Source: an optimization exercise on an open RTL-to-GDS flow (aim: small area, a short achievable clock period and few clock cycles per item). Production flows keep margins and buffers that such runs may drop.
At most, simulation tests tie the RTL to the original design; equivalence was not proved.

== cedar ==
Design dct8_top, start of the top module:
module dct8_top #(
    parameter N         = DCT8_N,
    parameter IN_W      = DCT8_IN_W,
    parameter COEFF_W   = DCT8_COEFF_W,
    parameter OUT_W     = DCT8_OUT_W,
    parameter FRAC_BITS = DCT8_FRAC_BITS
)(
    input  wire                    clk,
    input  wire                    rst_n,
    input  wire                    din_valid,
    input  wire signed [IN_W-1:0]  din,
    output wire                    din_ready,
    output wire                    dout_valid,
    output wire signed [OUT_W-1:0] dout,
    input  wire                    dout_ready
);
    reg  [2:0] in_cnt;       
    reg        pend;         
    reg  [1:0] pi;           
    reg        o_v;          
    reg  [2:0] o_k;          
    reg        p1v, p2v;     
    reg  [2:0] cnt;          
    reg        dv;           
    reg  [15:0] xin;
    reg  [17:0] r0, r1, r2, r3;        
    reg  [16:0] wd1, wd2, wd3;         
    reg  [16:0] od0, od1, od2, od3;    
    reg  [17:0] oa0, oa1, ob0, ob1;
    reg  [17:0] q0, q1, q2, q3;        
    reg        dnr;          
    wire issue  = o_v & ((cnt + {2'b0, p1v} + {2'b0, p2v}) <= 3'd3);
    wire o_free = ~o_v | ((o_k == 3'd7) & issue);
    wire last   = pend & (pi == 2'd0);
    wire o_load = last & o_free;
    wire pdo    = pend & (~last | o_free);    
    assign din_ready  = ~dnr;
    assign dout_valid = dv;
    assign dout       = q0;
    wire acc_in = din_valid & din_ready;
    wire pop    = dv & dout_ready;
    wire        push = acc_in & ~in_cnt[2];
    wire [17:0] dinw = {{2{din[15]}}, din};
    wire [16:0] xp   = r0[16:0];
    wire [16:0] xinx = {xin[15], xin};
    wire [16:0] pd   = xp - xinx;
    wire [17:0] xpx  = {xp[16], xp};
    wire [17:0] xinw = {{2{xin[15]}}, xin};
  ...
==> flow/config.mk <==
export PLATFORM = sky130hd
export DESIGN_NAME = dct8_top
export DESIGN_NICKNAME = dct8_top
export VERILOG_FILES = /design/flow/design.v
export SDC_FILE = /design/flow/constraint.sdc
export NUM_CORES = 4
export LEC_CHECK = 0
export CAP_MARGIN = 20
export CORE_MARGIN = 2
export CORE_UTILIZATION = 40
export CTS_BUF_LIST = sky130_fd_sc_hd__clkbuf_4 sky130_fd_sc_hd__clkbuf_8
export CTS_CLUSTER_SIZE = 24
export SLEW_MARGIN = 20
export SYNTH_HIERARCHICAL = 1
==> flow/constraint.sdc <==
create_clock -name core_clock -period 14.0 [get_ports {clk}]
set_input_delay 2.8000 -clock core_clock [delete_from_list [all_inputs] [get_ports {clk}]]
set_output_delay 2.8000 -clock core_clock [all_outputs]
set_load 0.01 [all_outputs]
standard.sh (not shown) runs the stock make flow with config.mk's settings and CLKGATE_MAP_FILE= SYNTH_SCRIPT=/design/flow/synth_recipe.tcl, a recipe that flattens the netlist after the stock synthesis.
==> flow/flow/run.sh <==
#!/bin/bash
set -euo pipefail
export SETUP_SLACK_MARGIN=9.8
export DONT_USE_CELLS="sky130_fd_sc_hd__clkdlybuf4s15_1 sky130_fd_sc_hd__clkdlybuf4s15_2 sky130_fd_sc_hd__clkdlybuf4s18_1 sky130_fd_sc_hd__clkdlybuf4s18_2 sky130_fd_sc_hd__clkdlybuf4s25_1 sky130_fd_sc_hd__clkdlybuf4s25_2 sky130_fd_sc_hd__clkdlybuf4s50_1 sky130_fd_sc_hd__clkdlybuf4s50_2 sky130_fd_sc_hd__dlygate4sd1_1 sky130_fd_sc_hd__dlygate4sd2_1 sky130_fd_sc_hd__dlygate4sd3_1 sky130_fd_sc_hd__dlymetal6s2s_1 sky130_fd_sc_hd__dlymetal6s4s_1 sky130_fd_sc_hd__dlymetal6s6s_1"
bash standard.sh > standard.log 2>&1
What pine does differently from cedar at the input level:
Settings: CTS_CLUSTER_SIZE: 24 -> unset; CTS_BUF_LIST: sky130_fd_sc_hd__clkbuf_4 sky130_fd_sc_hd__clkbuf_8 -> unset.
==> comparison <==
Number of gates given a new drive strength after cts down about 7% in pine wrt cedar. Transition at the pin with the smallest max-transition slack delta (pine -> cedar): insignificant. Relative to cedar, worst slew margin relative to its limit has increased by 0.18 points in pine. Sequential share of layout area in pine vs cedar: down 0.16 points. The launch point of the critical path comes out din_valid in one run and pi[1] in the other, namely in pine and cedar respectively. Looking at wire length across pine and cedar, the one that comes out lower is pine.
No run of this note included a check of the RTL's function; only the layout flow was run.

## JK
dct8_top, a different RTL version from the one above (not shown whole).
For scale: roughly 600 flip-flops, about 40 I/O pins, about 37,000 sq um of cells after synthesis.
Settings: LEC_CHECK=0, CAP_MARGIN=20, CORE_MARGIN=2, CORE_UTILIZATION=30, CTS_CLUSTER_DIAMETER=130, CTS_CLUSTER_SIZE=28, SLEW_MARGIN=20, SYNTH_HIERARCHICAL=1; clock period 14.0 ns.
==> flow/flow/run.sh <==
#!/bin/bash
set -euo pipefail
export SETUP_SLACK_MARGIN=9.95
PLATFORM_DONT_USE="$(make -s -C "$FLOW_HOME" DESIGN_CONFIG="$PWD/config.mk" WORK_HOME="$PWD/print_tmp" print-DONT_USE_CELLS | sed -n 's/^DONT_USE_CELLS: *//p')"
EXTRA="sky130_fd_sc_hd__clkdlybuf4s15_1 sky130_fd_sc_hd__clkdlybuf4s15_2 sky130_fd_sc_hd__clkdlybuf4s18_1 sky130_fd_sc_hd__clkdlybuf4s18_2 sky130_fd_sc_hd__clkdlybuf4s25_1 sky130_fd_sc_hd__clkdlybuf4s25_2 sky130_fd_sc_hd__clkdlybuf4s50_1 sky130_fd_sc_hd__clkdlybuf4s50_2 sky130_fd_sc_hd__dlygate4sd1_1 sky130_fd_sc_hd__dlygate4sd2_1 sky130_fd_sc_hd__dlygate4sd3_1 sky130_fd_sc_hd__dlymetal6s2s_1 sky130_fd_sc_hd__dlymetal6s4s_1 sky130_fd_sc_hd__dlymetal6s6s_1"
echo "DONT_USE_CELLS=$PLATFORM_DONT_USE $EXTRA" > dont_use.log
bash standard.sh "DONT_USE_CELLS=$PLATFORM_DONT_USE $EXTRA" finish > standard.log 2>&1
Testbench counts of JK, summed over its fixed seeds: cycles 6,248, items 768.
Input changes introduced in MS (baseline for comparison: JK):
--- a/flow/flow/run.sh
+++ b/flow/flow/run.sh
@@ -3 +3 @@
-export SETUP_SLACK_MARGIN=9.95
+export SETUP_SLACK_MARGIN=10.0
--- a/flow/config.mk
+++ b/flow/config.mk
@@ -11,2 +11,2 @@
-export CTS_CLUSTER_DIAMETER = 130
-export CTS_CLUSTER_SIZE = 28
+export CTS_CLUSTER_DIAMETER = 120
+export CTS_CLUSTER_SIZE = 24
### Flow results
Every stage of the flow completed for MS, and the final layout passed the timing, design-rule and antenna checks.
Comparing MS and JK, the higher average wire per cell in the routed design was measured on JK.
Between MS and JK, the difference in final worst-path cycle share is negligible.

## P
Another version of the RTL of dct8_top (not shown whole).
Size: about 3,100 cells after synthesis, about 600 flip-flops, ~40 I/O pins.
export LEC_CHECK = 0
export CAP_MARGIN = 20
export CORE_MARGIN = 2
export CORE_UTILIZATION = 40
export SLEW_MARGIN = 20
export SYNTH_HIERARCHICAL = 1
create_clock -name core_clock -period 14.0 [get_ports {clk}]
==> flow/flow/run.sh <==
#!/bin/bash
set -euo pipefail
export SETUP_SLACK_MARGIN=10.1
PLATFORM_DONT_USE="$(make -s -C "$FLOW_HOME" DESIGN_CONFIG="$PWD/config.mk" WORK_HOME="$PWD/print_tmp" print-DONT_USE_CELLS | sed -n 's/^DONT_USE_CELLS: *//p')"
EXTRA="sky130_fd_sc_hd__clkdlybuf4s15_1 sky130_fd_sc_hd__clkdlybuf4s15_2 sky130_fd_sc_hd__clkdlybuf4s18_1 sky130_fd_sc_hd__clkdlybuf4s18_2 sky130_fd_sc_hd__clkdlybuf4s25_1 sky130_fd_sc_hd__clkdlybuf4s25_2 sky130_fd_sc_hd__clkdlybuf4s50_1 sky130_fd_sc_hd__clkdlybuf4s50_2 sky130_fd_sc_hd__dlygate4sd1_1 sky130_fd_sc_hd__dlygate4sd2_1 sky130_fd_sc_hd__dlygate4sd3_1 sky130_fd_sc_hd__dlymetal6s2s_1 sky130_fd_sc_hd__dlymetal6s4s_1 sky130_fd_sc_hd__dlymetal6s6s_1"
echo "DONT_USE_CELLS=$PLATFORM_DONT_USE $EXTRA" > dont_use.log
bash standard.sh "DONT_USE_CELLS=$PLATFORM_DONT_USE $EXTRA" finish > standard.log 2>&1
Testbench counts of P, summed over its fixed seeds: cycles 6,240, items 768.
Input-level comparison between Q and P:
# P
export LEC_CHECK = 0
export CAP_MARGIN = 20
export CORE_MARGIN = 2
export CORE_UTILIZATION = 40
export SLEW_MARGIN = 20
export SYNTH_HIERARCHICAL = 1
create_clock -name core_clock -period 14.0 [get_ports {clk}]
# Q
export LEC_CHECK = 0
export CAP_MARGIN = 20
export CORE_MARGIN = 2
export CORE_UTILIZATION = 30
export CTS_CLUSTER_DIAMETER = 120
export CTS_CLUSTER_SIZE = 24
export SLEW_MARGIN = 20
export SYNTH_HIERARCHICAL = 1
create_clock -name core_clock -period 14.0 [get_ports {clk}]
-- flow/flow/run.sh --
<<< P, line 2
set -euo pipefail
export SETUP_SLACK_MARGIN=10.1
PLATFORM_DONT_USE="$(make -s -C "$FLOW_HOME" DESIGN_CONFIG="$PWD/config.mk" WORK_HOME="$PWD/print_tmp" print-DONT_USE_CELLS | sed -n 's/^DONT_USE_CELLS: *//p')"
>>> Q, line 2
set -euo pipefail
export SETUP_SLACK_MARGIN=10.0
PLATFORM_DONT_USE="$(make -s -C "$FLOW_HOME" DESIGN_CONFIG="$PWD/config.mk" WORK_HOME="$PWD/print_tmp" print-DONT_USE_CELLS | sed -n 's/^DONT_USE_CELLS: *//p')"
--- outcome ---
- Between P and Q, final wirelength decreased.
- P → Q: number of buffer and inverter instances along the worst setup path now larger, via count now smaller.
- When Q is set beside P, its width of the die turns out to be 15% larger.
- Compared with P, in Q worst slew slack as a fraction of its limit now smaller, number of rows in the core area +17.
- Q vs. P: relative area change from synthesis to final layout went down by 2.9 points.
- Looking only at wire length of the first global-routing pass, and setting everything else aside, the higher value of P and Q goes to P.
- On layout multi-input combinational cell count, P and Q are neck and neck.
- Share of the core filled with cells in the final layout came out lower on Q than on P.
#### Input delta (R over Q)
# Q
export LEC_CHECK = 0
export CAP_MARGIN = 20
export CORE_MARGIN = 2
export CORE_UTILIZATION = 30
export CTS_CLUSTER_DIAMETER = 120
export CTS_CLUSTER_SIZE = 24
export SLEW_MARGIN = 20
export SYNTH_HIERARCHICAL = 1
create_clock -name core_clock -period 14.0 [get_ports {clk}]
# R
export LEC_CHECK = 0
export CAP_MARGIN = 20
export CORE_MARGIN = 2
export CORE_UTILIZATION = 30
export CTS_CLUSTER_DIAMETER = 150
export CTS_CLUSTER_SIZE = 30
export SLEW_MARGIN = 20
export SYNTH_HIERARCHICAL = 1
create_clock -name core_clock -period 14.0 [get_ports {clk}]
-- flow/flow/run.sh --
<<< Q, line 2
set -euo pipefail
export SETUP_SLACK_MARGIN=10.0
PLATFORM_DONT_USE="$(make -s -C "$FLOW_HOME" DESIGN_CONFIG="$PWD/config.mk" WORK_HOME="$PWD/print_tmp" print-DONT_USE_CELLS | sed -n 's/^DONT_USE_CELLS: *//p')"
>>> R, line 2
set -euo pipefail
export SETUP_SLACK_MARGIN=10.1
PLATFORM_DONT_USE="$(make -s -C "$FLOW_HOME" DESIGN_CONFIG="$PWD/config.mk" WORK_HOME="$PWD/print_tmp" print-DONT_USE_CELLS | sed -n 's/^DONT_USE_CELLS: *//p')"
Findings:
- Every stage of the flow completed for R, and the final layout passed the timing, design-rule and antenna checks.
- Q was carried through to the last stage, and its layout satisfied the timing, design-rule and antenna checks.
- Status: minimum clock period after layout parity (R, Q)
- Relative to Q, total non-filler cell area in the finished layout increased by about 0.6% in R.
- | number of search-and-repair iterations in the first detailed-routing pass | R vs Q | 1 higher |
- Compared to Q, the routing of R uses less wire.

[afterwards: timing with drivers on the ports]
In the flow no input, the clock included, has a driving cell. The finished layouts below were timed again as built, in two steps. Step 1 assumes that a clkbuf_16 drives the clock port and a buf_2 every other input. Step 2 times the ports against the registers' clock, not the clock port: input delays grow and output delays shrink by t, the midpoint of the rising clock arrivals with the driver on. a / b / c = no drivers / after step 1 / after step 2; a / b = the first two.
| run | t, ns | setup WS [ns] | slew at the worst register clock pin (ns) |
|---|---|---|---|
| cedar | 0.765 | 9.835 / 9.803 / 9.144 | 0.07 / 0.07 |
| pine | 0.683 | 9.824 / 9.792 / 9.185 | 0.06 / 0.06 |
| JK | 0.684 | 9.978 / 9.917 / 9.360 | 0.12 / 0.12 |
| MS | 0.713 | 9.963 / 9.898 / 9.395 | 0.11 / 0.11 |
| P | 0.678 | 10.027 / 9.968 / 9.533 | 0.06 / 0.06 |
| Q | 0.719 | 9.947 / 9.870 / 9.494 | 0.11 / 0.11 |
| R | 0.693 | 9.948 / 9.875 / 9.507 | 0.12 / 0.12 |
After both steps setup and hold are still met in every run listed. The setup slack of cedar, which loses most, moves by -0.032 ns with the drivers and by -0.691 ns with both steps.
